What follows belongs to an exercise in optimizing a design on an open flow for small area and a short achievable clock period; a production flow would make more cautious choices.
Function was checked by simulation only, so behaviour that the tests miss may differ from the original.
No activity file was given, so power comes from the tool's default toggle rates.

==> flow/design.v (outline; a module is shown in full before it is edited, if it fits) <==
// module OTTER_MUL_E: 1574 lines
// module OTTER_MUL_M: 123 lines
// module OTTER_ALU: 38 lines
// module OTTER_registerFile: 29 lines
// module OTTER_CU_DECODER_PIPE: 83 lines
// module OTTER_mem_store: 25 lines
// module OTTER_mem_load: 46 lines
// module OTTER_io_detect: 17 lines
// module OTTER_MCU: 136 lines
module OTTER_MCU(input CLK,
                input RESET,
                output [31:0] IMEM_ADDR,
                input [31:0] IMEM_RDATA1,
                input [31:0] IMEM_RDATA2,
                output [31:0] DMEM_ADDR1,
                output [31:0] DMEM_WDATA1,
                output [3:0] DMEM_BE1,
                input [31:0] DMEM_RDATA1,
                output [31:0] DMEM_ADDR2,
                output [31:0] DMEM_WDATA2,
                output [3:0] DMEM_BE2,
                input [31:0] DMEM_RDATA2,
                output [31:0] IOBUS_OUT,
                output [31:0] IOBUS_ADDR,
                output logic IOBUS_WR
);
  // ...
==> flow/flow/run.sh <==
#!/bin/bash
set -euo pipefail
MARGIN=6.3
FLOWDIR=$(cd "$(dirname "$0")" && pwd)
R=orfs/results/sky130hd/OTTER_MCU/base

bash standard.sh synth > std_synth.log 2>&1
cp $R/1_2_yosys.v std_1_2_yosys.v

bash standard.sh SYNTH_SCRIPT=$FLOWDIR/synth_area.tcl do-yosys > synth_area.log 2>&1
python3 $FLOWDIR/check_regs.py std_1_2_yosys.v $R/1_2_yosys.v > check_regs.log 2>&1
bash standard.sh do-1_synth > synth_odb.log 2>&1

CTS="-sink_clustering_enable -repair_clock_nets -sink_clustering_size 20 -sink_clustering_max_diameter 100 -dont_use_dummy_load"
bash standard.sh SETUP_SLACK_MARGIN=$MARGIN "BUFFER_PORTS_ARGS=-buffer_cell sky130_fd_sc_hd__buf_1" "CTS_ARGS=$CTS" finish > layout.log 2>&1
==> flow/flow/abc_area.script <==
&get -n
&st
&dch
&nf -R 0 -p
&put
buffer -c
topo
stime -c
dnsize -c
==> flow/flow/check_regs.py <==
#!/usr/bin/env python3
"""Compare the registers (flip-flop instances: name and cell type) of two netlists.
Exit 1 if they differ."""
import re, sys
def regs(path):
    s = open(path).read()
    out = {}
    for cell, name in re.findall(r'^\s*(sky130_fd_sc_hd__\w+)\s+(\S+)\s*\(', s, re.M):
        base = cell.replace('sky130_fd_sc_hd__', '')
        if re.match(r'(s?e?df|dfb|dfr|dfs|dfx|edf|sdf|dl)', base):
            out[name] = re.sub(r'_\d+$', '', base)
    return out
a, b = regs(sys.argv[1]), regs(sys.argv[2])
print(f"standard: {len(a)} registers, this synthesis: {len(b)} registers")
bad = [n for n in set(a) | set(b) if a.get(n) != b.get(n)]
for n in sorted(bad)[:50]:
    print("differs:", n, a.get(n), b.get(n))
sys.exit(1 if bad else 0)
==> flow/flow/synth_area.tcl <==
# The standard flow's synthesis script (synth_recipe.tcl), with ABC's mapping script replaced by
# abc_area.script from this folder
set abc_area_script [file join [file dirname [file normalize [info script]]] abc_area.script]
proc synth {args} { yosys synth -nofsm -noshare {*}$args }
proc abc {args} {
  set i [lsearch $args -script]
  if {$i >= 0} { lset args [expr {$i + 1}] $::abc_area_script }
  yosys abc {*}$args
}
source $::env(SCRIPTS_DIR)/synth.tcl
# left out here: clear keep_hierarchy, flatten, clean up, hide names made inside functions, write 1_2_yosys.v
==> flow/standard.sh <==
#!/bin/bash
# synth_recipe.tcl (not shown) runs the flow's synth.tcl, then flattens the netlist and writes it again
# the make line also repeats each setting of config.mk as NAME=value (left out here)
make -C /OpenROAD-flow-scripts/flow DESIGN_CONFIG=/design/flow/config.mk WORK_HOME=/design/flow/orfs CLKGATE_MAP_FILE= SYNTH_SCRIPT=/design/flow/synth_recipe.tcl "${@:-finish}"
==> flow/config.mk <==
export PLATFORM = sky130hd
export DESIGN_NAME = OTTER_MCU
export DESIGN_NICKNAME = OTTER_MCU
export VERILOG_FILES = /design/flow/design.v
export SDC_FILE = /design/flow/constraint.sdc
export NUM_CORES = 8
export LEC_CHECK = 0
export CAP_MARGIN = 20
export CELL_PAD_IN_SITES_DETAIL_PLACEMENT = 1
export CELL_PAD_IN_SITES_GLOBAL_PLACEMENT = 2
export CORE_MARGIN = 2
export CORE_UTILIZATION = 38
export PLACE_DENSITY = 0.55
export SLEW_MARGIN = 20
==> flow/constraint.sdc <==
create_clock -name core_clock -period 11.0 [get_ports {CLK}]
set_input_delay 2.2000 -clock core_clock [delete_from_list [all_inputs] [get_ports {CLK}]]
set_output_delay 2.2000 -clock core_clock [all_outputs]
set_load 0.01 [all_outputs]
==> results.json, run 1 <==
{
  "synthAdderAreaFrac_pct": 10.37,
  "ir_drop_mv": 2.016,
  "syn2layout_area_growth_pct": 12.24,
  "ys_seq_area_share_pct": 25.52,
  "synth_compound_area_share_pct": 30.86,
  "synth_fp_nets": 16460,
  "n_fill_cell": 38340,
  "status": "no timing/DRC/antenna violations",
  "hold_buffers": 0,
  "clock.fmax_mhz": 185.7,
  "num_antenna_cells": 103,
  "synth.avg_cell_area_um2": 7.943,
  "dp_slack_ps": 4173,
  "p_total_uw": 57300,
  "reg2reg_to": "pc[1]$_SDFFE_PP0P_",
  "critPathRequiredTime_ps": 11820,
  "cts_num_sinks": 1573,
  "vias_per_cell": 7.777,
  "grt_pass1_wl_mm": 1280,
  "seq_power_uw": 12900,
  "gr-usage-all-layers_pct": 55.38,
  "hold_path_end": "m_we_2$_DFF_P_",
  "critical_path_class": "input port to flop",
  "busiest_layer": "met2",
  "core_mm2": 0.3237,
  "synth_commonest_cells": "nand2_1 (2521), a22oi_1 (1674), dfxtp_1 (1573), clkbuf_1 (1352), nor2_1 (836)",
  "finalHoldViolations": 0,
  "num_vias": 152800,
  "drtPass1Iterations": 15,
  "drive_gt1_share_pct": 12.30,
  "power_leader": "combinational cells"
}
==> module OTTER_registerFile, before the edit <==
module OTTER_registerFile(
    input clock,
    input [4:0] Read1, Read2, Read1_2, Read2_2,
    input [4:0] WriteReg, WriteReg_2,
    input RegWrite, RegWrite_2,
    input [31:0] WriteData, WriteData_2,
    output logic [31:0] Data1, Data2, Data1_2, Data2_2
);
    logic [31:0] RF [1:31];
    logic [31:1] s1, s2, h;
    always_comb
        for (int i = 1; i < 32; i++) begin
            s2[i] = RegWrite_2 & (WriteReg_2 == i);
            s1[i] = RegWrite & (WriteReg == i) & ~s2[i];
            h[i] = ~(s1[i] | s2[i]);
        end
    always_ff @(posedge clock)
        for (int i = 1; i < 32; i++)
            RF[i] <= ({32{s2[i]}} & WriteData_2) | ({32{s1[i]}} & WriteData) | ({32{h[i]}} & RF[i]);
    always_comb begin
        Data1 = 0; Data2 = 0; Data1_2 = 0; Data2_2 = 0;
        for (int i = 1; i < 32; i++) begin
            Data1 = Data1 | ({32{Read1 == i}} & RF[i]);
            Data2 = Data2 | ({32{Read2 == i}} & RF[i]);
            Data1_2 = Data1_2 | ({32{Read1_2 == i}} & RF[i]);
            Data2_2 = Data2_2 | ({32{Read2_2 == i}} & RF[i]);
        end
    end
endmodule
==> run 2, diff against run 1 <==
--- a/flow/design.v
+++ b/flow/design.v
@@ -1741,3 +1741,3 @@
     input [31:0] WriteData, WriteData_2,
-    output logic [31:0] Data1, Data2, Data1_2, Data2_2
+    output [31:0] Data1, Data2, Data1_2, Data2_2
 );
@@ -1754,11 +1754,16 @@
             RF[i] <= ({32{s2[i]}} & WriteData_2) | ({32{s1[i]}} & WriteData) | ({32{h[i]}} & RF[i]);
-    always_comb begin
-        Data1 = 0; Data2 = 0; Data1_2 = 0; Data2_2 = 0;
-        for (int i = 1; i < 32; i++) begin
-            Data1 = Data1 | ({32{Read1 == i}} & RF[i]);
-            Data2 = Data2 | ({32{Read2 == i}} & RF[i]);
-            Data1_2 = Data1_2 | ({32{Read1_2 == i}} & RF[i]);
-            Data2_2 = Data2_2 | ({32{Read2_2 == i}} & RF[i]);
-        end
-    end
+    function automatic logic [31:0] rd(input logic [4:0] a);
+        logic [31:0] sel;
+        logic [31:0] p [0:15];
+        logic [31:0] q [0:3];
+        for (int i = 0; i < 32; i++) sel[i] = (a == i);
+        p[0] = ~({32{sel[1]}} & RF[1]);
+        for (int i = 1; i < 16; i++) p[i] = ~(({32{sel[2*i]}} & RF[2*i]) | ({32{sel[2*i+1]}} & RF[2*i+1]));
+        for (int i = 0; i < 4; i++) q[i] = ~(p[4*i] & p[4*i+1] & p[4*i+2] & p[4*i+3]);
+        rd = q[0] | q[1] | q[2] | q[3];
+    endfunction
+    assign Data1 = rd(Read1);
+    assign Data2 = rd(Read2);
+    assign Data1_2 = rd(Read1_2);
+    assign Data2_2 = rd(Read2_2);
 endmodule
--- a/flow/config.mk
+++ b/flow/config.mk
@@ -11,4 +11,4 @@
 export CORE_MARGIN = 2
-export CORE_UTILIZATION = 38
-export PLACE_DENSITY = 0.55
+export CORE_UTILIZATION = 30
+export PLACE_DENSITY = 0.45
 export SLEW_MARGIN = 20
==> run 2 against run 1 <==
Effect of this change: core utilization down 8.5 points; synthesized area about the same; routed wire length up 4.5%; die area up 26%; register-to-register slack better by 20 ps; maximum frequency up 1.5%; sequential share of layout area down 0.31 points; final area up 1.5%; synthesized cell count down 1.9%; global-route usage down 9.4 points; power up 4.5%; via count down 3.6%; critical endpoint is now e_A[27]$_DFF_P_; largest power group unchanged.
==> results.json, run 2 <==
{
  "status": "no timing/DRC/antenna violations",
  "synthCells": 15240,
  "syn_area_mm2": 0.1234,
  "yosys.area.top_type_share_pct": 25.51,
  "critical_path_class": "input port to flop",
  "core.rowCount": 235,
  "multi_input_area_mm2": 0.08637,
  "synth.most_common_cell": "nand2_1",
  "io_pins": 363,
  "place_area_mm2": 0.1319,
  "largest_reg_flops": 992,
  "gp_congestion": 1.072,
  "dp.cells": 20050,
  "layout_min_cycle_time_ps": 5302,
  "critPathRequiredTime_ps": 11760,
  "fp.dieArea_mm2": 0.4166,
  "synth_cell_types": 80,
  "layout_common_cells": "nand2_1 (2042), a22oi_1 (1709), dfxtp_1 (1485)",
  "num_vias": 147200,
  "finalHoldViolations": 0,
  "p_int_uw": 25330,
  "grt_pass1_vias": 140900,
  "drtPass1Iterations": 13,
  "grt_util_met2_pct": 67.90,
  "grt_max_degree": 93,
  "powerDensity_mw_per_mm2": 425.9,
  "p_total_uw": 59900,
  "clock_skew_ps": 120.3,
  "cp_num_buf_inv": 4,
  "syn2layout_area_growth_pct": 13.93,
  "htree_levels": 3,
  "netSwitchingPower_uw": 34570,
  "clkPwrFrac_pct": 7.3,
  "synthAdderAreaFrac_pct": 10.37,
  "clock.fmax_mhz": 188.6,
  "clkTransAtPathRegs_ps": 80,
  "synthSimpleGateAreaFrac_pct": 14.37,
  "setup_violations": 0,
  "post_drt_wl_per_cell_um": 48.97,
  "synth_fp_nets": 16160,
  "drive_gt1_share_pct": 12.89,
  "core_mm2": 0.4096,
  "synth_area_leaders": "dfxtp_1 (26%), a22oi_1 (10%), nand2_1 (6.3%), fa_1 (6.1%), xnor2_1 (5.7%)",
  "cts_num_sinks": 1573,
  "synth_commonest_cells": "nand2_1 (2076), a22oi_1 (1724), dfxtp_1 (1573), clkbuf_1 (1370), xnor2_1 (800)",
  "layout_commonest_cell": "nand2_1",
  "die_w_um": 645.5,
  "rsz0062_at_grt": "yes",
  "yosys.area.top_type": "dfxtp_1",
  "leakagePower_uw": 0.05176,
  "route.detailed.drc": 0,
  "slowest_delay_ps": 960,
  "worst_slack_ps": 5698,
  "netSwitchingFraction_pct": 57.71,
  "yosysWarnings": 16,
  "cts_tree": "built",
  "path_cells": "buf_8 > buf_8 > buf_12 > nand2b_4 > nor3_2 > buf_6 > a222oi_1 > nand4_1 > a2111oi_4 > nand4_1 > a22o_1",
  "fin_crit_sh_pct": 48.20,
  "regArea_mm2": 0.03166,
  "synthMuxAreaShare_pct": 3.247,
  "synth_top_family_by_area": "compound AO/OA/AOI/OAI gates",
  "drt_wl_total_mm": 1004,
  "synth_edf_count": 0,
  "holdCritPathClass": "flop to flop",
  "final_area_mm2": 0.1406,
  "io_buffers": 362,
  "max_flop_register": "RF.RF",
  "use_met3_pct": 15.57,
  "synth-xor-area-share_pct": 6.974,
  "synth_async_sr_flop_share_pct": 0,
  "cts_root_buffer": "clkbuf_16",
  "drv_cap": 0,
  "ys_seq_area_share_pct": 25.51,
  "critPathArrivalTime_ps": 6070,
  "grt_overflow": 0,
  "fin_cells": 20500,
  "start_util_pct": 30.14,
  "p_comb_share_pct": 70.1,
  "final_antenna_net_count": 0,
  "synth_compound_area_share_pct": 32.21,
  "fin_tns_setup_ps": 0,
  "ir_drop_mv": 0.7186,
  "ys.flop_type": "dfxtp_1",
  "start_kind": "input port",
  "busiest_layer": "met2",
  "antenna_found_initial": 139,
  "layout.nets": 15910,
  "clockBufferDepth": 4,
  "drt-initial-drc-count": 26560,
  "dp_slack_ps": 3308,
  "p_seq_share_pct": 22.5,
  "relSlewSlack_pct": 8.548,
  "crit_family": "simple AND/OR/NAND/NOR gates",
  "worst_setup_path_end_kind": "flop",
  "gr-usage-all-layers_pct": 45.93,
  "cts_buffers": 121,
  "clk_latency_ps": 1000,
  "n_fill_cell": 47760,
  "synth.avg_cell_area_um2": 8.101,
  "grt_pass1_wl_mm": 1322,
  "ys_ff_latch": 1573,
  "grt_util_met1_pct": 56.69,
  "slew_viol_final": 0,
  "slowest_stage": "nand4_1",
  "die_h_um": 645.5,
  "vias_per_cell": 7.181,
  "worst_pin_slew_ps": 1372,
  "cp_max_fo": 22,
  "dp_hpwl_mm": 724.0
}
-- run 2: cell count changes after synthesis, sizes merged, moves of 20 or more --
cell / change
a22o: +106
nor2: -206
nand2: -445
a211oi: -23
o21ai: +162
or2: -20
buf: -27
a222oi: -30
mux4: +23
nand3: +26
a221oi: +78
a22oi: +50
a221o: -95
-- run 2: path summary, 6_finish.rpt --
path,from,end,slack [ps],depth (start not counted)
setup / recovery,IMEM_RDATA1[16],e_A[27]$_DFF_P_,5700,11
hold / removal,e_rd[0]$_DFF_P_,m_rd[0]$_DFF_P_,330,0
setup reg to reg,e_A[5]$_DFF_P_,m_res[8]$_DFF_P_,6180,11
hold reg to reg,e_rd[0]$_DFF_P_,m_rd[0]$_DFF_P_,330,0
-- run 2: worst reg2reg max path: stages (launching register included) --
cell,delay [ps]
dfxtp_2,520
buf_4,610
ha_1,500
a21oi_1,240
o21ai_0,120
a21oi_1,450
o21ai_0,320
xnor2_1,640
o22ai_1,240
o21ai_0,510
a21oi_1,210
a21o_1,240
-- run 2: logic make-up (layout without fill, tap and decap cells) --
| kind of cell | after synthesis | count (layout) |
|---|---|---|
| AO/OA/AOI/OAI | 5408 | 5408 |
| AND/OR/NAND/NOR | 3993 | 3993 |
| buffers and inverters | 2216 | 1959 |
| flip-flops | 1573 | 1573 |
| XOR/XNOR | 975 | 975 |
| adder cells (fa/ha/maj) | 797 | 797 |
| multiplexers | 275 | 275 |
| other | 0 | 70 |
-- run 2: power by group through the flow --
stage	Combinational (µW)	Sequential [µW]	Clock, µW
2_1_floorplan	23400	10300	0
3_3_place_gp	38900	13200	0
3_5_place_dp	39600	13200	0
4_1_cts	40800	13100	4370
5_1_grt	45000	13400	4540
6_report	42000	13500	4370
-- run 2: what timing repair did --
item,CTS,global route
gates resized for setup,494,257
buffers inserted,150,80
endpoints found under the hold margin,0,0
setup endpoints to repair,439,266
cloned,20,5
pin swaps,81,89
hold buffers,0,0
-- run 2: area by class of cell --
type                            count  share of cell area, %
Clock buffer                      121                  2.153
Timing Repair Buffer             1317                  7.481
Sequential cell                  1573                  22.51
Timing Repair inverter              1               0.003559
Tap cell                         5451                  4.849
Multi-Input combinational cell  11450                  61.41
Inverter                          520                  1.469
Antenna cell                       70                 0.1245
-- run 2: through the flow --
step / hold WS (ps) / util [%]
after floorplan: 309.6 / -
after global placement: 313.6 / 32.16
after detailed placement: 313.2 / 32.21
after CTS: 326.9 / 33.87
after global routing: 328.6 / 34.31
final: 325.0 / 34.34
-- run 2: layer usage --
metal	wire, µm	vias up
li1	-	57180
met1	383400	75490
met2	418600	11320
met3	120400	3132
met4	80920	86
met5	589	-
==> run 3, diff against run 2 <==
--- a/flow/flow/run.sh
+++ b/flow/flow/run.sh
@@ -2,3 +2,3 @@
 set -euo pipefail
-MARGIN=6.3
+MARGIN=6.45
 FLOWDIR=$(cd "$(dirname "$0")" && pwd)
@@ -9,3 +9,3 @@
 
-bash standard.sh SYNTH_SCRIPT=$FLOWDIR/synth_area.tcl do-yosys > synth_area.log 2>&1
+bash standard.sh SYNTH_SCRIPT=$FLOWDIR/synth_area.tcl "SYNTH_OPERATIONS_ARGS=-extra-map $FLOWDIR/no_extra_map.v" do-yosys > synth_area.log 2>&1
 python3 $FLOWDIR/check_regs.py std_1_2_yosys.v $R/1_2_yosys.v > check_regs.log 2>&1
==> flow/flow/no_extra_map.v (new file) <==
// intentionally empty: adders keep Yosys's default carry-lookahead mapping
==> run 3 against run 2 <==
Effect of this change: register-to-register slack worse by 20 ps; first-iteration DRC count down 3.8%; still clean on timing, DRC and antenna; routed wire length down 2.2%; synthesized area down 2.6%; highest routed layer unchanged; core utilization up 1.6 points; sequential share of layout area down 0.35 points; hold slack better by 1.2 ps; setup slack better by 320 ps.
==> results.json, run 3 <==
{
  "status": "no timing/DRC/antenna violations",
  "ir_drop_mv": 0.4178,
  "die_h_um": 637.1,
  "synthCells": 14230,
  "drive_gt1_share_pct": 18.40,
  "yosys.area.top_type": "dfxtp_1",
  "clkTransAtPathRegs_ps": 90,
  "ys.flop_type": "dfxtp_1",
  "finalHoldViolations": 0,
  "fin_tns_setup_ps": 0,
  "htree_levels": 3,
  "grt_overflow": 0,
  "core.rowCount": 232,
  "drt_wl_total_mm": 982.1,
  "io_buffers": 362,
  "core_mm2": 0.3991,
  "synth.most_common_cell": "nand2_1",
  "layout.nets": 15260,
  "relSlewSlack_pct": 5.821,
  "wl_met3_mm": 118.0,
  "yosys.area.top_type_share_pct": 26.19,
  "start_util_pct": 30.12,
  "layout_commonest_cell": "nand2_1",
  "rrSetupSlack_ps": 6160,
  "multi_input_area_mm2": 0.08602,
  "ys_seq_area_share_pct": 26.19,
  "grt_max_degree": 82,
  "worst_pin_slew_ps": 1413,
  "cts_tree": "built",
  "clockBufferDepth": 4,
  "cts_buffers": 125,
  "rsz0062_at_grt": "yes",
  "die_w_um": 637.1,
  "max_flop_register": "RF.RF",
  "highest_layer": "met5",
  "worst_slack_ps": 6021,
  "slew_viol_final": 0,
  "n_fill_cell": 45340,
  "cts_num_sinks": 1573,
  "whs_ps": 326.2,
  "p_total_uw": 61280,
  "wl_met1_mm": 376.7,
  "yosysWarnings": 16,
  "place_area_mm2": 0.1285,
  "hold_buffers": 0,
  "clk_latency_ps": 1070,
  "io_pins": 363,
  "grt_pass1_wl_mm": 1272,
  "dp_slack_ps": 3844,
  "layout_min_cycle_time_ps": 4979,
  "cts_root_buffer": "clkbuf_16",
  "drv_cap": 0,
  "worst_setup_path_end_kind": "flop",
  "drtPass1Iterations": 13,
  "largest_reg_flops": 992,
  "synth_commonest_cells": "nand2_1 (1801), dfxtp_1 (1573), clkbuf_1 (1349), a22oi_1 (1214), o221ai_1 (881)",
  "final_area_mm2": 0.1435,
  "cp_max_fo": 24,
  "critical_path_class": "input port to flop",
  "route.detailed.drc": 0,
  "grt_pass1_vias": 133400,
  "fp.dieArea_mm2": 0.4059,
  "powerDensity_mw_per_mm2": 426.9,
  "leakagePower_uw": 0.05368,
  "path_cells": "buf_12 > nand2b_4 > buf_8 > buf_4 > nor3b_2 > buf_8 > buf_12 > a22oi_2 > nand3_2 > a2111oi_4 > nand4_1 > a22o_1",
  "clock_skew_ps": 167.0,
  "vias_per_cell": 7.221,
  "layout_common_cells": "nand2_1 (1727), dfxtp_1 (1435), a22oi_1 (1164)",
  "post_drt_wl_per_cell_um": 50.40,
  "synth_edf_count": 0,
  "synth_cell_types": 74,
  "synth.avg_cell_area_um2": 8.450,
  "slowest_stage": "nand4_1",
  "critPathRequiredTime_ps": 11800,
  "drt-initial-drc-count": 25560,
  "dp_hpwl_mm": 680.5,
  "regArea_mm2": 0.03181,
  "final_antenna_net_count": 0,
  "critPathArrivalTime_ps": 5780,
  "setup_violations": 0,
  "syn2layout_area_growth_pct": 19.39,
  "slowest_delay_ps": 880,
  "antenna_found_initial": 139,
  "ys_ff_latch": 1573,
  "synth_fp_nets": 15330,
  "synth_area_leaders": "dfxtp_1 (26%), a22oi_1 (7.6%), fa_1 (7.5%), o221ai_1 (6.4%), nand2_1 (5.6%)",
  "synth_async_sr_flop_share_pct": 0,
  "holdCritPathClass": "flop to flop",
  "fin_crit_sh_pct": 45.27,
  "clock.fmax_mhz": 200.8,
  "gr-usage-all-layers_pct": 45.52,
  "syn_area_mm2": 0.1202,
  "wl_met2_mm": 407.2,
  "num_vias": 140700,
  "start_kind": "input port",
  "gp_congestion": 1.044
}
run 3: cell types whose count changed after synthesis, sizes merged, moves of 90 or more:
cell    delta
a21oi    -173
a221o     +97
a22oi    -510
ha       +104
nand2    -275
nand4     -90
nor2     -129
o21ai    -300
o221ai   +390
xnor2    -113
run 3: repair_timing:
item	CTS	global route
pin swaps	190	311
setup endpoints to repair	812	536
buffers inserted	277	142
resized for setup	1012	595
cloned	26	26
run 3: metal layers:
metal	vias up	GRT usage, %
met5	-	0.8035
met4	78	28.85
li1	53970	-
met1	72920	56.41
met3	2943	15.39
met2	10810	67.29
run 3: logic make-up (layout without fill, tap and decap cells):
| kind of cell | after synthesis | in the layout | synth area share [%] |
|---|---|---|---|
| AO/OA/AOI/OAI | 4896 | 4896 | 31.33 |
| other | 0 | 68 | 0 |
| adder cells (fa/ha/maj) | 973 | 973 | 12.92 |
| multiplexers | 241 | 241 | 2.965 |
| buffers and inverters | 2302 | 2226 | 7.789 |
| XOR/XNOR | 848 | 848 | 6.246 |
| AND/OR/NAND/NOR | 3395 | 3396 | 12.56 |
| flip-flops | 1573 | 1573 | 26.19 |
run 3: worst paths after layout:
path,from,to,depth (start not counted)
worst max register to register,m_res_2[11]$_DFF_P_,RF.RF[31][31]$_DFF_P_,20
worst min register to register,e_rd[2]$_DFF_P_,m_rd[2]$_DFF_P_,0
worst min-delay path,e_rd[2]$_DFF_P_,m_rd[2]$_DFF_P_,0
worst max-delay path,IMEM_RDATA1[16],e_A[22]$_DFF_P_,12
run 3: critical path: cells and delay by family:
kind,cells,cell delay [ps]
AOI/OAI and AO/OA,3,1390
buffers and inverters,5,820
and+or+nand+nor,4,1240
run 3: cell type report:
cell class	instances	area share, %
clock buffers	125	2.179
multi-input cells	10350	59.93
diodes	68	0.1185
inverters	607	1.693
repair buffers	1492	9.323
flip-flops and latches	1573	22.16
repair inverters	2	0.009588
well taps	5265	4.589
run 3: stage by stage:
step | utilization [%] | cells
2_1_floorplan | - | 14230
3_3_place_gp | 32.13 | 18800
3_5_place_dp | 32.19 | 18820
4_1_cts | 34.74 | 19250
5_1_grt | 35.94 | 19440
6_report | 35.96 | 19490
run 3: power breakdown:
part           leakage (µW)  internal, µW  total, µW  switching (µW)
registers            0.0132          8440      13400            4930
logic                0.0390         16900      43400           26500
clock network       0.00154          1990       4490            2510
==> run 4, diff against run 3 <==
--- a/flow/flow/run.sh
+++ b/flow/flow/run.sh
@@ -2,3 +2,3 @@
 set -euo pipefail
-MARGIN=6.45
+MARGIN=6.15
 FLOWDIR=$(cd "$(dirname "$0")" && pwd)
==> run 4 against run 3 <==
Effect of this change: sequential cell count did not move; highest routed layer unchanged; synthesized cell count stayed put; still clean; largest power group unchanged; hold slack got worse by 20 ps; global-route usage fell by 0.63 points; routed wire length is 2.2% lower; clock skew shrank 11 ps; largest cell class unchanged.
==> results.json, run 4 <==
{
  "status": "no timing/DRC/antenna violations",
  "critPathLaunch": "IMEM_RDATA2[23]",
  "yosysWarnings": 16,
  "grt_max_degree": 75,
  "layout_min_cycle_time_ps": 5254,
  "critPathArrivalTime_ps": 6070,
  "drt_wl_total_mm": 960.7,
  "drtPass1Iterations": 14,
  "synth_fp_nets": 15330,
  "synth.avg_cell_area_um2": 8.450,
  "ys.flop_type": "dfxtp_1",
  "rsz0062_at_grt": "yes",
  "clock.fmax_mhz": 190.3,
  "ys_seq_area_share_pct": 26.19,
  "antenna_found_initial": 134,
  "holdCritPathClass": "flop to flop",
  "drt-initial-drc-count": 24120,
  "dp_hpwl_mm": 688.7,
  "final_antenna_net_count": 0,
  "die_w_um": 637.1,
  "vias_per_cell": 7.174,
  "setup_violations": 0,
  "clkPwrFrac_pct": 7.4,
  "gr-usage-all-layers_pct": 44.89,
  "layout_commonest_cell": "nand2_1",
  "clk_latency_ps": 1030,
  "start_util_pct": 30.12,
  "critical_path_class": "input port to flop",
  "critPathRequiredTime_ps": 11810,
  "io_pins": 363,
  "fin_tns_setup_ps": 0,
  "grt_pass1_wl_mm": 1258,
  "post_drt_wl_per_cell_um": 49.62,
  "hp-start": "e_f3[2]$_DFF_P_",
  "cts_num_sinks": 1573,
  "fp.dieArea_mm2": 0.4059,
  "fin_cells": 19360,
  "cp_max_fo": 22,
  "io_buffers": 362,
  "p_comb_share_pct": 70.2,
  "netSwitchingFraction_pct": 55.85,
  "syn2layout_area_growth_pct": 15.37,
  "dp.cells": 18870,
  "grt_overflow": 0,
  "start_kind": "input port",
  "layout.nets": 15120,
  "p_seq_share_pct": 22.4,
  "worst_pin_slew_ps": 1335,
  "synth_edf_count": 0,
  "clockBufferDepth": 4,
  "die_h_um": 637.1,
  "fin_crit_sh_pct": 47.76,
  "core.rowCount": 232,
  "synth_commonest_cells": "nand2_1 (1801), dfxtp_1 (1573), clkbuf_1 (1349), a22oi_1 (1214), o221ai_1 (881)",
  "gp_congestion": 1.079,
  "worst_setup_path_end_kind": "flop",
  "clkTransAtPathRegs_ps": 80,
  "leakagePower_uw": 0.05196,
  "ys_ff_latch": 1573,
  "synth_async_sr_flop_share_pct": 0,
  "relSlewSlack_pct": 10.97,
  "syn_area_mm2": 0.1202,
  "rrSetupSlack_ps": 6030,
  "finalHoldViolations": 0,
  "route.detailed.drc": 0,
  "hold_depth": 0,
  "cts_root_buffer": "clkbuf_16",
  "synth_cell_types": 74,
  "powerDensity_mw_per_mm2": 432.7,
  "yosys.area.top_type_share_pct": 26.19,
  "synth.most_common_cell": "nand2_1",
  "core_mm2": 0.3991,
  "clock_skew_ps": 155.7,
  "ff2ff_path_depth": 21,
  "yosys.area.top_type": "dfxtp_1",
  "slew_viol_final": 0,
  "synth_area_leaders": "dfxtp_1 (26%), a22oi_1 (7.6%), fa_1 (7.5%), o221ai_1 (6.4%), nand2_1 (5.6%)",
  "ir_drop_mv": 0.5648,
  "netSwitchingPower_uw": 33520,
  "cts_tree": "built",
  "p_int_uw": 26500,
  "drive_gt1_share_pct": 14.87,
  "max_flop_register": "RF.RF",
  "htree_levels": 3,
  "drv_cap": 0,
  "hold_buffers": 0,
  "synthCells": 14230,
  "n_fill_cell": 45670,
  "largest_reg_flops": 992,
  "cts_buffers": 124,
  "grt_pass1_vias": 133000,
  "num_vias": 138900,
  "reg2reg_from": "m_res_2[10]$_DFF_P_",
  "layout_common_cells": "nand2_1 (1736), dfxtp_1 (1447), a22oi_1 (1172)"
}
[run 4: cell counts after synthesis]
Identical to the previous run, type by type.
[run 4: critical path, cell delays in order]
cell and delay (ps):
buf_1 130, buf_4 240, nand2_2 330, nor3b_2 130
buf_4 160, buf_4 200, buf_4 310, a221oi_1 1140
nand3_1 700, a22o_1 380
[run 4: routing by layer]
metal | vias up | global-route usage (%) | routed length (µm)
met4 | 82 | 28.71 | 76170
met5 | - | 0 | 740
met1 | 71980 | 55.68 | 370900
met3 | 2941 | 14.64 | 110100
li1 | 53660 | - | -
met2 | 10230 | 66.67 | 402800
[run 4: through the flow]
step                      power, µW  cell area (µm²)  utilization (%)  worst slack [ps]  hold WS [ps]
after global routing          63840           138600            34.72              5843         310.5
after detailed placement      52670           128700            32.24              3413         313.5
final                         60020           138700            34.75              5746         306.2
after CTS                     58820           135500            33.95              6018         301.7
after floorplan               34470           120300                -              6129         309.6
after global placement        51890           128400            32.16              1802         311.7
[run 4: logic make-up after synthesis]
logic type	count (synthesis)	synth area share, %
AOI/OAI and AO/OA	4896	31.33
and+or+nand+nor	3395	12.56
muxes	241	2.965
adders and majority gates	973	12.92
xor gates and xnor gates	848	6.246
buffers and inverters	2302	7.789
DFF	1573	26.19
[run 4: layout make-up]
cell class	instances	area, µm²	area share [%]
timing repair buffer	1359	11100	8.001
sequential	1573	31770	22.90
antenna	79	197.7	0.1425
tap	5265	6588	4.749
inverter	607	2380	1.716
multi-input combinational	10350	83570	60.25
clock buffer	124	3103	2.237
[run 4: timing repair]
action,4_1_cts,5_1_grt
pin swaps,96,155
resized for setup,593,377
gates cloned,16,11
endpoints found under the hold margin,0,0
endpoints found under the setup margin,673,364
setup buffers,130,128
[run 4: worst paths after layout]
path                                               to
worst max-delay path               e_opB_2[6]$_DFF_P_
worst min-delay path                  m_f3[2]$_DFF_P_
worst max register to register  RF.RF[18][31]$_DFF_P_
worst min register to register        m_f3[2]$_DFF_P_
[run 4: power by group through the flow]
stage                     clock (µW)  combinational (µW)  sequential, µW
final                           4460               42100           13400
after CTS                       4470               41200           13100
after detailed placement           0               39500           13200
after global placement             0               38700           13200
after global routing            4650               45800           13400
after floorplan                    0               24000           10500
==> run 5, diff against run 4 <==
--- a/flow/flow/run.sh
+++ b/flow/flow/run.sh
@@ -2,3 +2,3 @@
 set -euo pipefail
-MARGIN=6.15
+MARGIN=6.3
 FLOWDIR=$(cd "$(dirname "$0")" && pwd)
==> run 5 against run 4 <==
Effect of this change: still clean; clock skew decreased by 21 ps; final cell count increased by 0.32%; sequential cell count unchanged; largest power group unchanged.
==> results.json, run 5 <==
{
  "grt_pass1_wl_mm": 1261,
  "reg2reg_from": "m_res_2[17]$_DFF_P_",
  "yosysWarnings": 16,
  "die_w_um": 637.1,
  "rrSetupSlack_ps": 6070,
  "critPathRequiredTime_ps": 11840,
  "layout.nets": 15200,
  "ff2ff_path_depth": 20,
  "antenna_found_initial": 141,
  "whs_ps": 335.2,
  "vias_per_cell": 7.173,
  "io_buffers": 362,
  "ir_drop_mv": 0.4575,
  "fin_tns_setup_ps": 0,
  "finalHoldViolations": 0,
  "syn_area_mm2": 0.1202,
  "place_area_mm2": 0.1288,
  "clockBufferDepth": 4,
  "clk_latency_ps": 1020,
  "setup_violations": 0,
  "drv_cap": 0,
  "start_kind": "input port",
  "synth.avg_cell_area_um2": 8.450,
  "rsz0062_at_grt": "yes",
  "gp_congestion": 1.053,
  "gr-usage-all-layers_pct": 44.93,
  "leakagePower_uw": 0.05279,
  "ys_ff_latch": 1573,
  "final_area_mm2": 0.1403,
  "critPathArrivalTime_ps": 5830,
  "final_antenna_net_count": 0,
  "critPathLaunch": "IMEM_RDATA1[21]",
  "grt_overflow": 0,
  "slew_viol_final": 0,
  "grt_pass1_vias": 133600,
  "synth_fp_nets": 15330,
  "synth.most_common_cell": "nand2_1",
  "clock_skew_ps": 134.6,
  "core.rowCount": 232,
  "syn2layout_area_growth_pct": 16.69,
  "cts_tree": "built",
  "die_h_um": 637.1,
  "num_vias": 139300,
  "drive_gt1_share_pct": 15.86,
  "synth_cell_types": 74,
  "worst_pin_slew_ps": 1459,
  "reg2reg_to": "RF.RF[9][31]$_DFF_P_",
  "ys.flop_type": "dfxtp_1",
  "relSlewSlack_pct": 2.757,
  "htree_levels": 3,
  "max_flop_register": "RF.RF",
  "worst_setup_path_end_kind": "flop",
  "drt-initial-drc-count": 23220,
  "synth_area_leaders": "dfxtp_1 (26%), a22oi_1 (7.6%), fa_1 (7.5%), o221ai_1 (6.4%), nand2_1 (5.6%)",
  "hold_path_end": "m_f3[2]$_DFF_P_",
  "fin_crit_sh_pct": 45.38,
  "fp.dieArea_mm2": 0.4059,
  "yosys.area.top_type": "dfxtp_1",
  "synthCells": 14230,
  "ys_seq_area_share_pct": 26.19,
  "layout_min_cycle_time_ps": 4991,
  "powerDensity_mw_per_mm2": 432.5,
  "clock.fmax_mhz": 200.3,
  "drt_wl_total_mm": 964.8,
  "io_pins": 363,
  "cts_buffers": 123,
  "clkTransAtPathRegs_ps": 90,
  "critical_path_class": "input port to flop",
  "layout_commonest_cell": "nand2_1",
  "status": "no timing/DRC/antenna violations",
  "n_fill_cell": 45680,
  "cts_num_sinks": 1573,
  "grt_max_degree": 64,
  "synth_async_sr_flop_share_pct": 0,
  "dp_hpwl_mm": 688.0,
  "synth_edf_count": 0,
  "layout_common_cells": "nand2_1 (1741), dfxtp_1 (1446), a22oi_1 (1175)",
  "holdCritPathClass": "flop to flop",
  "core_mm2": 0.3991,
  "yosys.area.top_type_share_pct": 26.19,
  "hold_depth": 0,
  "start_util_pct": 30.12,
  "hp-start": "e_f3[2]$_DFF_P_",
  "cp_max_fo": 6,
  "largest_reg_flops": 992,
  "drtPass1Iterations": 13,
  "post_drt_wl_per_cell_um": 49.67,
  "cts_root_buffer": "clkbuf_16",
  "synth_commonest_cells": "nand2_1 (1801), dfxtp_1 (1573), clkbuf_1 (1349), a22oi_1 (1214), o221ai_1 (881)",
  "route.detailed.drc": 0
}
run 5: cell count changes in the layout (fill, tap and decap cells not counted), sizes merged:
cell / change
clkbuf: +7
bufbuf: +4
clkdlybuf4s18: -1
buf: +63
inv: -1
clkinvlp: +1
diode: -12
run 5: through the flow:
step	cells	setup WS, ps	power, µW	util (%)
final	19420	6009	60680	35.15
after global routing	19380	5917	64360	35.12
after detailed placement	18880	3710	52500	32.27
after floorplan	14230	6167	34490	-
after global placement	18850	2116	51700	32.17
after CTS	19200	6100	59000	34.28
run 5: cell type report:
cell class / count / area [µm²] / area share (%)
Antenna cell: 67 / 167.7 / 0.1195
Clock buffer: 123 / 3078 / 2.194
Inverter: 607 / 2416 / 1.722
Multi-Input combinational cell: 10350 / 84190 / 60.01
Sequential cell: 1573 / 31790 / 22.66
Tap cell: 5265 / 6588 / 4.695
Timing Repair Buffer: 1433 / 12070 / 8.602
run 5: repair_timing:
item / CTS / global route
setup endpoints to repair: 763 / 428
gates cloned: 20 / 17
setup buffers: 178 / 138
hold buffers: 0 / 0
pin swaps: 128 / 199
resized for setup: 737 / 414
run 5: where the power goes:
| group | total (µW) | internal [µW] | switching (µW) |
|---|---|---|---|
| clock network | 4460 | 1960 | 2510 |
| logic | 43000 | 16700 | 26300 |
| registers | 13300 | 8440 | 4820 |
run 5: per-layer routing:
layer / vias up / global-route usage [%] / routed length [µm]
met4: 88 / 28.25 / 74630
met1: 72320 / 56.22 / 375700
met3: 2900 / 14.43 / 110400
li1: 53800 / - / -
met2: 10210 / 66.45 / 402800
met5: - / 0.7090 / 1222
run 5: kinds of logic (layout without fill, tap and decap cells):
logic type / count (synthesis) / count (layout) / synth area share [%]
other: 0 / 67 / 0
AO/OA/AOI/OAI: 4896 / 4896 / 31.33
flip-flops: 1573 / 1573 / 26.19
XOR/XNOR: 848 / 848 / 6.246
adder cells (fa/ha/maj): 973 / 973 / 12.92
multiplexers: 241 / 241 / 2.965
buffers and inverters: 2302 / 2163 / 7.789
AND/OR/NAND/NOR: 3395 / 3396 / 12.56
run 5: critical path, cell delays in order:
cell       delay [ps]
buf_12            120
clkbuf_16         170
buf_4             140
nand2b_4          130
nor3_4             80
clkbuf_16         180
a222oi_1          880
nand4_1           500
nor2_2            300
nand4_1           130
buf_6             190
a222oi_1          450
buf_4             270
inv_2              30
run 5: worst max-delay path by stage:
| stage | end | depth (start not counted) |
|---|---|---|
| 2_1_floorplan | e_tgt_2[14]$_DFF_P_ | 16 |
| 3_3_place_gp | e_A[13]$_DFF_P_ | 11 |
| 3_5_place_dp | e_A[22]$_DFF_P_ | 11 |
| 4_1_cts | RF.RF[29][31]$_DFF_P_ | 20 |
| 5_1_grt | RF.RF[25][31]$_DFF_P_ | 20 |
| 6_report | e_opB[0]$_DFF_P_ | 14 |
==> run 6, diff against run 5 <==
--- a/flow/config.mk
+++ b/flow/config.mk
@@ -12,3 +12,3 @@
 export CORE_UTILIZATION = 30
-export PLACE_DENSITY = 0.45
+export PLACE_DENSITY = 0.5
 export SLEW_MARGIN = 20
==> run 6 against run 5 <==
Effect of this change: still clean; final cell count unchanged; clock power hardly changed; sequential cell count unchanged; die area unchanged; critical endpoint unchanged; largest cell class unchanged; largest power group unchanged.
==> results.json, run 6 <==
{
  "finalHoldViolations": 0,
  "p_int_uw": 27050,
  "layout_common_cells": "nand2_1 (1741), dfxtp_1 (1446), a22oi_1 (1175)",
  "grt_overflow": 0,
  "gp_congestion": 1.053,
  "final_antenna_net_count": 0,
  "synth_edf_count": 0,
  "relSlewSlack_pct": 2.757,
  "drv_cap": 0,
  "synthAdderAreaFrac_pct": 12.92,
  "setup_violations": 0,
  "num_vias": 139300,
  "fin_crit_sh_pct": 45.38,
  "ys.flop_type": "dfxtp_1",
  "powerDensity_mw_per_mm2": 432.5,
  "holdCritPathClass": "flop to flop",
  "clk_latency_ps": 1020,
  "worst_pin_slew_ps": 1459,
  "synth_commonest_cells": "nand2_1 (1801), dfxtp_1 (1573), clkbuf_1 (1349), a22oi_1 (1214), o221ai_1 (881)",
  "cp_max_fo": 6,
  "synth_area_leaders": "dfxtp_1 (26%), a22oi_1 (7.6%), fa_1 (7.5%), o221ai_1 (6.4%), nand2_1 (5.6%)",
  "yosys.area.top_type_share_pct": 26.19,
  "leakagePower_uw": 0.05279,
  "dp_hpwl_mm": 688.0,
  "max_flop_register": "RF.RF",
  "reg2reg_from": "m_res_2[17]$_DFF_P_",
  "synth.most_common_cell": "nand2_1",
  "antenna_found_initial": 141,
  "multi_input_area_mm2": 0.08419,
  "htree_levels": 3,
  "hold_depth": 0,
  "ir_drop_mv": 0.4575,
  "synth_cell_types": 74,
  "yosys.area.top_type": "dfxtp_1",
  "core.rowCount": 232,
  "dp_slack_ps": 3710,
  "vias_per_cell": 7.173,
  "slew_viol_final": 0,
  "layout_min_cycle_time_ps": 4991,
  "die_h_um": 637.1,
  "ys_ff_latch": 1573,
  "drt_wl_total_mm": 964.8,
  "syn_area_mm2": 0.1202,
  "slowest_stage": "a222oi_1",
  "critical_path_class": "input port to flop",
  "synthCells": 14230,
  "synth-xor-area-share_pct": 6.246,
  "layout_commonest_cell": "nand2_1",
  "critPathArrivalTime_ps": 5830,
  "gr-usage-all-layers_pct": 44.93,
  "regArea_mm2": 0.03179,
  "largest_reg_flops": 992,
  "reg2reg_to": "RF.RF[9][31]$_DFF_P_",
  "core_mm2": 0.3991,
  "start_kind": "input port",
  "path_cells": "buf_12 > clkbuf_16 > buf_4 > nand2b_4 > nor3_4 > clkbuf_16 > a222oi_1 > nand4_1 > nor2_2 > nand4_1 > buf_6 > a222oi_1 > buf_4 > inv_2",
  "grt_max_degree": 64,
  "io_buffers": 362,
  "synthMuxAreaShare_pct": 2.965,
  "synth_async_sr_flop_share_pct": 0,
  "cts_buffers": 123,
  "slowest_delay_ps": 880,
  "hp-start": "e_f3[2]$_DFF_P_",
  "route.detailed.drc": 0,
  "worst_slack_ps": 6009,
  "drive_gt1_share_pct": 15.86,
  "p_seq_share_pct": 21.9,
  "critPathRequiredTime_ps": 11840,
  "status": "no timing/DRC/antenna violations",
  "yosysWarnings": 16,
  "synth_compound_area_share_pct": 31.33,
  "cts_num_sinks": 1573,
  "syn2layout_area_growth_pct": 16.69,
  "clkPwrFrac_pct": 7.4,
  "fp.dieArea_mm2": 0.4059,
  "clockBufferDepth": 4,
  "clock_skew_ps": 134.6,
  "die_w_um": 637.1,
  "synth.avg_cell_area_um2": 8.450,
  "final_area_mm2": 0.1403,
  "post_drt_wl_per_cell_um": 49.67,
  "ys_seq_area_share_pct": 26.19,
  "fin_tns_setup_ps": 0,
  "synth_fp_nets": 15330,
  "start_util_pct": 30.12,
  "grt_pass1_wl_mm": 1261,
  "cts_tree": "built",
  "cts_root_buffer": "clkbuf_16",
  "place_area_mm2": 0.1288,
  "p_comb_share_pct": 70.8,
  "utilization_pct": 35.15,
  "synthSimpleGateAreaFrac_pct": 12.56,
  "rsz0062_at_grt": "yes",
  "layout.nets": 15200,
  "n_fill_cell": 45680,
  "grt_pass1_vias": 133600,
  "synth_top_family_by_area": "compound AO/OA/AOI/OAI gates",
  "netSwitchingPower_uw": 33630,
  "clock.fmax_mhz": 200.3,
  "clkTransAtPathRegs_ps": 90,
  "rrSetupSlack_ps": 6070,
  "ff2ff_path_depth": 20,
  "drtPass1Iterations": 13,
  "hold_path_end": "m_f3[2]$_DFF_P_",
  "netSwitchingFraction_pct": 55.42,
  "io_pins": 363,
  "worst_setup_path_end_kind": "flop",
  "drt-initial-drc-count": 23220
}
==> run 6: area by class of cell <==
| class | count | share of cell area (%) |
|---|---|---|
| Multi-Input combinational cell | 10350 | 60.01 |
| Antenna cell | 67 | 0.1195 |
| Sequential cell | 1573 | 22.66 |
| Tap cell | 5265 | 4.695 |
| Inverter | 607 | 1.722 |
| Clock buffer | 123 | 2.194 |
| Timing Repair Buffer | 1433 | 8.602 |
==> run 6: worst max path at each step <==
| stage | from | slack (ps) | depth (start not counted) | end |
|---|---|---|---|---|
| 2_1_floorplan | IMEM_RDATA2[8] | 6170 | 16 | e_tgt_2[14]$_DFF_P_ |
| 4_1_cts | m_res[31]$_DFF_P_ | 6100 | 20 | RF.RF[29][31]$_DFF_P_ |
| 3_5_place_dp | IMEM_RDATA1[18] | 3710 | 11 | e_A[22]$_DFF_P_ |
| 5_1_grt | m_res_2[17]$_DFF_P_ | 5920 | 20 | RF.RF[25][31]$_DFF_P_ |
| 3_3_place_gp | IMEM_RDATA1[17] | 2120 | 11 | e_A[13]$_DFF_P_ |
| 6_report | IMEM_RDATA1[21] | 6010 | 14 | e_opB[0]$_DFF_P_ |
==> run 6: per-stage QoR <==
stage	std cells	hold slack, ps	power, µW
finish	19420	335.2	60680
detailed placement	18880	314.3	52500
global placement	18850	311.7	51700
global route	19380	341.5	64360
floorplan	14230	309.6	34490
CTS	19200	336.7	59000
==> run 6: worst max-delay path, delay by kind of cell <==
family	cells	cell delay (ps)
AOI/OAI and AO/OA	2	1330
and+or+nand+nor	5	1140
buffers and inverters	7	1100
==> run 6: power groups by stage <==
stage	Clock, µW	Sequential [µW]	Combinational, µW
after floorplan	0	10500	24000
after global placement	0	13100	38600
after detailed placement	0	13100	39400
after CTS	4470	13000	41500
after global routing	4640	13300	46400
final	4460	13300	43000
==> run 6: metal layers <==
metal	vias up	share of wire, %	routed length (µm)	track usage [%]
met3	2900	11	110400	14.43
met4	88	7.7	74630	28.25
li1	53800	-	-	-
met5	-	0.13	1222	0.7090
met2	10210	42	402800	66.45
met1	72320	39	375700	56.22
==> run 6: kinds of logic (layout without fill, tap and decap cells) <==
family          count (synthesis)  count (layout)
buf+inv                      2302            2163
simple gates                 3395            3396
flops                        1573            1573
mux                           241             241
compound gates               4896            4896
fa+ha+maj                     973             973
other cells                     0              67
xor+xnor                      848             848
==> run 6: repair_timing <==
action / CTS / global route
pin swaps: 128 / 199
hold buffers: 0 / 0
buffers inserted: 178 / 138
hold endpoints to repair: 0 / 0
setup endpoints to repair: 763 / 428
resized for setup: 737 / 414
gates cloned: 20 / 17

==> afterwards: timing with drivers on the ports <==
The flow's constraints put no driver on any port. The routed layouts listed below were extracted and timed again, unchanged, in two steps. Step 1 sets driving cells, clkbuf_16 on the clock port and buf_2 on the other inputs (assumed; they add their load-dependent delay and slew). Step 2 also shifts input and output timing later by t, the mid clock arrival at the registers, as if the neighbouring blocks saw the same clock. Three values: no drivers, after step 1, after step 2; two values: the first two.
run	t, ns	setup WS [ns]	worst setup path after step 2	pins driven straight from the clock port
run 1	1.079	5.616 / 5.610 / 4.530	input to register	1
run 2	1.076	5.698 / 5.699 / 4.623	input to register	1
run 3	1.099	6.021 / 5.759 / 4.659	input to register	1
run 4	1.072	5.746 / 5.776 / 4.704	input to register	1
run 5	1.091	6.009 / 5.942 / 4.850	input to register	1
run 6	1.091	6.009 / 5.942 / 4.850	input to register	1
After both steps setup and hold are still met in every run listed. The setup slack of run 3, which loses most, moves by -0.262 ns with the drivers and by -1.362 ns with both steps.
